This design comes from an exercise in tuning for small area on the open sky130 flow, not from production work.
In this exercise RTL edits were held to simulation tests only and were not proved equivalent to the original.
Power figures rest on the tool's default switching activity, not on a simulated workload.

==> flow/design.v <==
`timescale 1ns / 1ps
module averaging(
    input clk,
    input rst,
    input en,
    input take_average,
    input [9:0] waveform,
    output [9:0] averaged_waveform
    );
    reg [11:0] cnt1;
    reg [21:0] sum;
    reg [9:0] avg_reg;
    reg [6:0] rem_hi;
    reg pending;
    wire done = &{cnt1[11:7], cnt1[5], cnt1[0]};
    wire acc = take_average & ~done;
    wire start = en & ~acc & ~pending;
    wire [16:0] num = pending ? {rem_hi, avg_reg[4:0], sum[4:0]} : sum[21:5];
    wire [4:0] q;
    wire [12:0] w5, w4, w3, w2, w1, w0;
    wire [12:0] dv = {1'b0, cnt1};
    wire [12:0] r4, r3, r2, r1, r0;
    vm_divstep #(13) s4(.t(num[16:4]), .d(dv), .q(q[4]), .r(r4));
    vm_divstep #(13) s3(.t({r4[11:0], num[3]}), .d(dv), .q(q[3]), .r(r3));
    vm_divstep #(13) s2(.t({r3[11:0], num[2]}), .d(dv), .q(q[2]), .r(r2));
    vm_divstep #(13) s1(.t({r2[11:0], num[1]}), .d(dv), .q(q[1]), .r(r1));
    vm_divstep #(13) s0(.t({r1[11:0], num[0]}), .d(dv), .q(q[0]), .r(r0));
    assign averaged_waveform = pending ? {avg_reg[9:5], q} : avg_reg;
    wire [21:0] sum_next;
    wire c10;
    vm_add #(10) add_lo(.a(sum[9:0]), .b(waveform), .ci(1'b0), .s(sum_next[9:0]), .co(c10));
    vm_inc #(12) add_hi(.a(sum[21:10]), .ci(c10), .s(sum_next[21:10]));
    wire [11:0] cnt1_next;
    vm_inc #(12) inc(.a(cnt1), .ci(1'b1), .s(cnt1_next));
    always @(posedge clk) begin
        rem_hi <= r0[11:5];
        if (rst) begin
            sum <= 22'd0;
            cnt1 <= 12'd1;
            avg_reg <= 10'd0;
            pending <= 1'b0;
        end else begin
            pending <= start;
            if (en & acc) begin
                sum <= sum_next;
                cnt1 <= cnt1_next;
            end
            if (start)
                avg_reg <= {q, r0[4:0]};
            else if (pending)
                avg_reg[4:0] <= q;
        end
    end
endmodule
`timescale 1ns / 1ps
module LED_calibrate(
    input clk,
    input rst,
    input en_20k,
    input en_5Hz,
    input sw4,
    input btnC,
    input [9:0] wave,
    output reg [9:0] new_threshold,
    output reg [9:0] interval
    );
    reg [9:0] base;
    reg [4:0] LEDs_needed;
    reg [9:0] difference;
    wire [9:0] average;
    averaging averaged(clk, rst, en_20k, sw4, wave, average);
    wire [9:0] q;
    wire [4:0] r9, r8, r7, r6, r5, r4, r3, r2, r1, r0;
    vm_divstep #(5) d9(.t({4'd0, difference[9]}), .d(LEDs_needed), .q(q[9]), .r(r9));
    vm_divstep #(5) d8(.t({r9[3:0], difference[8]}), .d(LEDs_needed), .q(q[8]), .r(r8));
    vm_divstep #(5) d7(.t({r8[3:0], difference[7]}), .d(LEDs_needed), .q(q[7]), .r(r7));
    vm_divstep #(5) d6(.t({r7[3:0], difference[6]}), .d(LEDs_needed), .q(q[6]), .r(r6));
    vm_divstep #(5) d5(.t({r6[3:0], difference[5]}), .d(LEDs_needed), .q(q[5]), .r(r5));
    vm_divstep #(5) d4(.t({r5[3:0], difference[4]}), .d(LEDs_needed), .q(q[4]), .r(r4));
    vm_divstep #(5) d3(.t({r4[3:0], difference[3]}), .d(LEDs_needed), .q(q[3]), .r(r3));
    vm_divstep #(5) d2(.t({r3[3:0], difference[2]}), .d(LEDs_needed), .q(q[2]), .r(r2));
    vm_divstep #(5) d1(.t({r2[3:0], difference[1]}), .d(LEDs_needed), .q(q[1]), .r(r1));
    vm_ge #(5) d0(.a({r1[3:0], difference[0]}), .b(LEDs_needed), .ge(q[0]));
    wire [9:0] ratio = q & {10{|LEDs_needed}};
    wire diff_small = (difference[9:4] == 6'd0);
    wire lt_n;
    vm_ge #(10) cmp(.a(wave), .b(average), .ge(lt_n));
    wire lt = ~lt_n;
    wire [9:0] base_sw;
    wire unused_co;
    vm_add #(10) add(.a(wave), .b(average & {10{lt}}), .ci(1'b0), .s(base_sw), .co(unused_co));
    always @(posedge clk) begin
        if (rst) begin
            base <= 10'd575;
            new_threshold <= 10'd575;
            difference <= 10'd0;
            LEDs_needed <= 5'd0;
            interval <= 10'd28;
        end else if (en_5Hz) begin
            if (sw4)
                base <= base_sw;
            else if (btnC)
                base <= 10'd575;
            new_threshold <= base;
            difference <= ~new_threshold;
            LEDs_needed <= diff_small ? {1'b0, difference[3:0]} : 5'd16;
            if (btnC)
                interval <= ratio;
            else if (sw4)
                interval <= diff_small ? 10'd1 : ratio;
        end
    end
endmodule
`timescale 1ns / 1ps
module volume_indicator(
    input clk,
    input rst,
    input en_20k,
    input en_5Hz,
    input sw4,
    input btnC,
    input [9:0] wave,
    output [15:0] LED,
    output [9:0] base,
    output [9:0] interval
    );
    reg [3:0] level;
    LED_calibrate calibrate(clk, rst, en_20k, en_5Hz, sw4, btnC, wave, base, interval);
    wire [9:0] e;
    wire above;
    wire [9:0] nb = ~base;
    vm_add #(10) ge_(.a(wave), .b(nb), .ci(1'b0), .s(e), .co(above));
    wire wrap;
    wire [9:0] unused_s;
    vm_add #(10) top(.a(base), .b(interval), .ci(1'b0), .s(unused_s), .co(wrap));
    wire [3:0] q;
    wire [6:0] r3;
    wire [7:0] r2;
    wire [8:0] r1;
    wire q3g, q2g, q1g;
    vm_sub #(7) q3s(.a(e[9:3]), .b(interval[6:0]), .d(r3), .ge(q3g));
    assign q[3] = q3g & (interval[9:7] == 3'd0);
    wire [6:0] m3 = q[3] ? r3 : e[9:3];
    vm_sub #(8) q2s(.a({m3, e[2]}), .b(interval[7:0]), .d(r2), .ge(q2g));
    assign q[2] = q2g & (interval[9:8] == 2'd0);
    wire [7:0] m2 = q[2] ? r2 : {m3, e[2]};
    vm_sub #(9) q1s(.a({m2, e[1]}), .b(interval[8:0]), .d(r1), .ge(q1g));
    assign q[1] = q1g & ~interval[9];
    wire [8:0] m1 = q[1] ? r1 : {m2, e[1]};
    vm_ge #(10) q0s(.a({m1, e[0]}), .b(interval), .ge(q[0]));
    wire [3:0] next_level = !above ? 4'd0 : wrap ? 4'd2 : (q == 4'd15) ? 4'd15 : q + 4'd1;
    always @(posedge clk) begin
        if (rst)
            level <= 4'd0;
        else if (en_5Hz)
            level <= next_level;
    end
    genvar i;
    generate
        for (i = 0; i < 16; i = i + 1) begin : bar
            assign LED[i] = (level >= ((i == 0) ? 1 : i));
        end
    endgenerate
endmodule
`timescale 1ns / 1ps
module volume_meter(
    input clk,
    input rst,
    input en_20k,
    input en_5hz,
    input sw4,
    input btnC,
    input [9:0] wave,
    output [15:0] led,
    output [9:0] threshold,
    output [9:0] interval
    );
    volume_indicator vi(
        .clk(clk), .rst(rst), .en_20k(en_20k), .en_5Hz(en_5hz),
        .sw4(sw4), .btnC(btnC), .wave(wave),
        .LED(led), .base(threshold), .interval(interval)
    );
endmodule
module vm_sub #(parameter W = 8) (
    input [W-1:0] a,
    input [W-1:0] b,
    output [W-1:0] d,
    output ge
    );
    wire [W:0] c;
    assign c[0] = 1'b1;
    genvar i;
    generate
        for (i = 0; i < W; i = i + 1) begin : bit_
            assign d[i] = a[i] ^ ~b[i] ^ c[i];
            assign c[i+1] = (a[i] & ~b[i]) | (c[i] & (a[i] | ~b[i]));
        end
    endgenerate
    assign ge = c[W];
endmodule
module vm_ge #(parameter W = 8) (
    input [W-1:0] a,
    input [W-1:0] b,
    output ge
    );
    wire [W:0] c;
    assign c[0] = 1'b1;
    genvar i;
    generate
        for (i = 0; i < W; i = i + 1) begin : bit_
            assign c[i+1] = (a[i] & ~b[i]) | (c[i] & (a[i] | ~b[i]));
        end
    endgenerate
    assign ge = c[W];
endmodule
module vm_add #(parameter W = 8) (
    input [W-1:0] a,
    input [W-1:0] b,
    input ci,
    output [W-1:0] s,
    output co
    );
    wire [W:0] c;
    assign c[0] = ci;
    genvar i;
    generate
        for (i = 0; i < W; i = i + 1) begin : bit_
            assign s[i] = a[i] ^ b[i] ^ c[i];
            assign c[i+1] = (a[i] & b[i]) | (c[i] & (a[i] | b[i]));
        end
    endgenerate
    assign co = c[W];
endmodule
module vm_inc #(parameter W = 8) (
    input [W-1:0] a,
    input ci,
    output [W-1:0] s
    );
    wire [W:0] c;
    assign c[0] = ci;
    genvar i;
    generate
        for (i = 0; i < W; i = i + 1) begin : bit_
            assign s[i] = a[i] ^ c[i];
            assign c[i+1] = a[i] & c[i];
        end
    endgenerate
endmodule
module vm_divstep #(parameter W = 8) (
    input [W-1:0] t,
    input [W-1:0] d,
    output q,
    output [W-1:0] r
    );
    wire [W-1:0] diff;
    vm_sub #(W) s(.a(t), .b(d), .d(diff), .ge(q));
    assign r = q ? diff : t;
endmodule
==> flow/config.mk <==
export PLATFORM = sky130hd
export DESIGN_NAME = volume_meter
export DESIGN_NICKNAME = volume_meter
export VERILOG_FILES = /design/flow/design.v
export SDC_FILE = /design/flow/constraint.sdc
export NUM_CORES = 4
export LEC_CHECK = 0
export CAP_MARGIN = 20
export CORE_MARGIN = 2
export CORE_UTILIZATION = 40
export SLEW_MARGIN = 20
==> flow/constraint.sdc <==
create_clock -name core_clock -period 150.0 [get_ports {clk}]
set_input_delay 30.0000 -clock core_clock [delete_from_list [all_inputs] [get_ports {clk}]]
set_output_delay 30.0000 -clock core_clock [all_outputs]
set_load 0.01 [all_outputs]
run.sh (not shown) runs the stock make flow with config.mk's settings and CLKGATE_MAP_FILE= SYNTH_SCRIPT=/design/flow/synth_recipe.tcl, a recipe that flattens the netlist after the stock synthesis.
The starting point passed the timing, DRC and antenna checks.
Change:
==> flow/flow/run.sh (new file) <==
#!/bin/bash
# Standard layout, except that the combinational logic of the standard
# synthesis netlist is re-mapped with an area-oriented ABC script before
# floorplanning (flow/remap.tcl, flow/remap.abc), and the make variables in
# flow/extra_args (one per line) are added to the layout steps.
# Flip-flops (instances, names, cell types) are kept as synthesis made them.
set -euo pipefail
W=$PWD
R=$W/orfs/results/$FLOW_PLATFORM/volume_meter/base
bash standard.sh synth > $W/synth.log 2>&1
cp $R/1_2_yosys.v $W/standard_1_2_yosys.v
REMAP_LIB=$FLOW_HOME/platforms/$FLOW_PLATFORM/lib/sky130_fd_sc_hd__tt_025C_1v80.lib \
REMAP_IN=$W/standard_1_2_yosys.v REMAP_OUT=$W/remap_1_2_yosys.v \
REMAP_SCRIPT=$W/flow/remap.abc REMAP_TOP=$FLOW_TOP \
  yosys -c $W/flow/remap.tcl > $W/remap.log 2>&1
cp $W/remap_1_2_yosys.v $R/1_2_yosys.v
rm -f $R/1_synth.odb $R/1_synth.sdc
extra=()
if [[ -f $W/flow/extra_args ]]; then
  while IFS= read -r line; do [[ -n $line ]] && extra+=("$line"); done < $W/flow/extra_args
fi
bash standard.sh "${extra[@]}" finish > $W/layout.log 2>&1
==> flow/flow/extra_args (new file) <==
BUFFER_PORTS_ARGS=-buffer_cell sky130_fd_sc_hd__buf_1
CTS_ARGS=-sink_clustering_enable -repair_clock_nets -root_buf sky130_fd_sc_hd__clkbuf_16 -buf_list sky130_fd_sc_hd__clkbuf_4 -dont_use_dummy_load
==> flow/flow/remap.abc (new file) <==
strash; ifraig; dc2; dch -f; amap -m; topo
==> flow/flow/remap.tcl (new file) <==
# Re-map the combinational logic of the standard synthesis netlist with an
# area-oriented ABC script. Flip-flops stay as they are (same instances,
# names and cell types).
set lib $::env(REMAP_LIB)
set in $::env(REMAP_IN)
set out $::env(REMAP_OUT)
set script $::env(REMAP_SCRIPT)
yosys read_liberty -ignore_miss_func $lib
yosys read_verilog $in
yosys hierarchy -top $::env(REMAP_TOP)
# keep sequential and tie cells as black boxes
yosys blackbox sky130_fd_sc_hd__df* sky130_fd_sc_hd__edf* sky130_fd_sc_hd__sdf* sky130_fd_sc_hd__dl* sky130_fd_sc_hd__conb_1
yosys flatten
yosys rename -hide w:_*_.*
yosys opt_clean -purge
yosys abc -liberty $lib -script $script -dont_use *probe* -dont_use *lpflow* -dont_use *clkdly* -dont_use *dlygate* -dont_use *dlymetal* -dont_use *clkbuf* -dont_use *clkinv*
yosys opt_clean -purge
yosys hilomap -singleton -hicell sky130_fd_sc_hd__conb_1 HI -locell sky130_fd_sc_hd__conb_1 LO
yosys insbuf -buf sky130_fd_sc_hd__buf_1 A X
yosys splitnets
yosys opt_clean -purge
yosys tee -o $out.stat stat -liberty $lib
yosys write_verilog -noattr -nohex -nodec -noexpr $out
==> flow/standard.sh (new file) <==
#!/bin/bash
# synth_recipe.tcl (not shown) runs the flow's synth.tcl, then flattens the netlist and writes it again
# the make line also repeats each setting of config.mk as NAME=value (left out here)
make -C /OpenROAD-flow-scripts/flow DESIGN_CONFIG=/design/flow/config.mk WORK_HOME=/design/flow/orfs CLKGATE_MAP_FILE= SYNTH_SCRIPT=/design/flow/synth_recipe.tcl "${@:-finish}"
--- a/flow/config.mk
+++ b/flow/config.mk
@@ -7,0 +8 @@
+export ABC_AREA = 1
@@ -10,0 +12,2 @@
+export CTS_BUF_LIST = sky130_fd_sc_hd__clkbuf_8
+export GPL_TIMING_DRIVEN = 0
removed: flow/run.sh
Effect: The changed run finished with timing, DRC and antenna clean. Worst setup slack gains 5.9 ns. Maximum frequency rises by about 14%. Wire length rises by about 9%. Die area falls by 13%. Power falls by 19%. Clock skew rises by 0.0078 ns.
Change:
==> flow/flow/extra_args (replaced) <==
BUFFER_PORTS_ARGS=-buffer_cell sky130_fd_sc_hd__buf_1
CTS_ARGS=-sink_clustering_enable -repair_clock_nets -buf_list sky130_fd_sc_hd__clkbuf_8 -dont_use_dummy_load
==> flow/flow/remap.abc (replaced) <==
strash; ifraig; balance -l; resub -K 6 -l; rewrite -l; resub -K 6 -N 2 -l; refactor -l; resub -K 8 -l; balance -l; resub -K 8 -N 2 -l; rewrite -l; resub -K 10 -l; rewrite -z -l; resub -K 10 -N 2 -l; balance -l; resub -K 12 -l; refactor -z -l; resub -K 12 -N 2 -l; rewrite -z -l; balance -l; balance -l; resub -K 6 -l; rewrite -l; resub -K 6 -N 2 -l; refactor -l; resub -K 8 -l; balance -l; resub -K 8 -N 2 -l; rewrite -l; resub -K 10 -l; rewrite -z -l; resub -K 10 -N 2 -l; balance -l; resub -K 12 -l; refactor -z -l; resub -K 12 -N 2 -l; rewrite -z -l; balance -l; balance -l; resub -K 6 -l; rewrite -l; resub -K 6 -N 2 -l; refactor -l; resub -K 8 -l; balance -l; resub -K 8 -N 2 -l; rewrite -l; resub -K 10 -l; rewrite -z -l; resub -K 10 -N 2 -l; balance -l; resub -K 12 -l; refactor -z -l; resub -K 12 -N 2 -l; rewrite -z -l; balance -l; balance -l; resub -K 6 -l; rewrite -l; resub -K 6 -N 2 -l; refactor -l; resub -K 8 -l; balance -l; resub -K 8 -N 2 -l; rewrite -l; resub -K 10 -l; rewrite -z -l; resub -K 10 -N 2 -l; balance -l; resub -K 12 -l; refactor -z -l; resub -K 12 -N 2 -l; rewrite -z -l; balance -l; &get -n; &deepsyn -T 60; &put; balance -l; resub -K 6 -l; rewrite -l; resub -K 6 -N 2 -l; refactor -l; resub -K 8 -l; balance -l; resub -K 8 -N 2 -l; rewrite -l; resub -K 10 -l; rewrite -z -l; resub -K 10 -N 2 -l; balance -l; resub -K 12 -l; refactor -z -l; resub -K 12 -N 2 -l; rewrite -z -l; balance -l; &get -n; &deepsyn -T 60; &put; balance -l; resub -K 6 -l; rewrite -l; resub -K 6 -N 2 -l; refactor -l; resub -K 8 -l; balance -l; resub -K 8 -N 2 -l; rewrite -l; resub -K 10 -l; rewrite -z -l; resub -K 10 -N 2 -l; balance -l; resub -K 12 -l; refactor -z -l; resub -K 12 -N 2 -l; rewrite -z -l; balance -l; dch; amap -m -F 2 -A 4; topo
The new run completed with no timing, DRC or antenna violations.
Maximum frequency fell by 4.9%.
Hold slack hardly moves.
Sequential share of layout area rose by 2.2 points.
Register-to-register slack gains 1.5 ns.
Wire length is lower by 10%.
Power is lower by 26%.
Change:
==> flow/flow/remap.abc (replaced) <==
strash; ifraig; dc2; dch -f; amap -m; topo
=> The changed run completed without violations. Via count rises by 12%. Wire length rises by 11%. Critical path depth falls by 6. Global-route usage rises by 0.33 points. Clock power rises by about 5%. Combinational power rises by 62%. Sequential share of layout area falls by 2.0 points.
Change:
==> flow/run.sh (new file) <==
#!/bin/bash
# synth_recipe.tcl (not shown) runs the flow's synth.tcl, then flattens the netlist and writes it again
# the make line also repeats each setting of config.mk as NAME=value (left out here)
make -C /OpenROAD-flow-scripts/flow DESIGN_CONFIG=/design/flow/config.mk WORK_HOME=/design/flow/orfs CLKGATE_MAP_FILE= SYNTH_SCRIPT=/design/flow/synth_recipe.tcl finish
--- a/flow/config.mk
+++ b/flow/config.mk
@@ -12,2 +11,0 @@
-export CTS_BUF_LIST = sky130_fd_sc_hd__clkbuf_8
-export GPL_TIMING_DRIVEN = 0
removed: flow/flow/run.sh
removed: flow/flow/extra_args
removed: flow/flow/remap.abc
removed: flow/flow/remap.tcl
removed: flow/standard.sh
Outcome: The new run finished with timing, DRC and antenna clean. Clock-buffer cell count is unchanged. Hold slack is better by 0.0056 ns. Synthesized area went up by 13%. Non-clock buffer count shrinks by 2.

[separate check: timing with driven ports]
The flow's constraints put no driver on any port. The routed layouts listed below were extracted and timed again, unchanged, in two steps. Step 1 (the two cells are an assumption about what drives the block):
set clk [get_ports {clk}]
set_driving_cell -lib_cell sky130_fd_sc_hd__clkbuf_16 $clk
set_driving_cell -lib_cell sky130_fd_sc_hd__buf_2 [delete_from_list [all_inputs] $clk]
Step 2 moves the port delays by t, midway between the first and last clock arrival at a register: inputs arrive t later, outputs are due t later. That takes back most of the time a late clock gives input paths. Three values: ideal, step 1, step 2; two values: the first two.
run	shift t [ns]	slack for setup (ns)	worst setup path after step 2	worst register clock-pin slew, ns	pins driven straight from the clock port
the first run	0.407	103.342 / 103.349 / 102.942	input to register	0.09 / 0.09	1
the second run	0.402	109.198 / 109.206 / 108.804	input to register	0.08 / 0.08	1
the third run	0.405	107.080 / 107.091 / 106.686	input to register	0.11 / 0.11	1
the fourth run	0.436	109.203 / 109.206 / 108.770	input to register	0.12 / 0.12	1
the fifth run	0.400	105.933 / 105.948 / 105.548	input to register	0.08 / 0.08	1
After both steps every run listed still meets setup and hold. For the fourth run, which loses most, drivers alone change the setup slack by +0.003 ns; drivers and shift together by -0.433 ns.
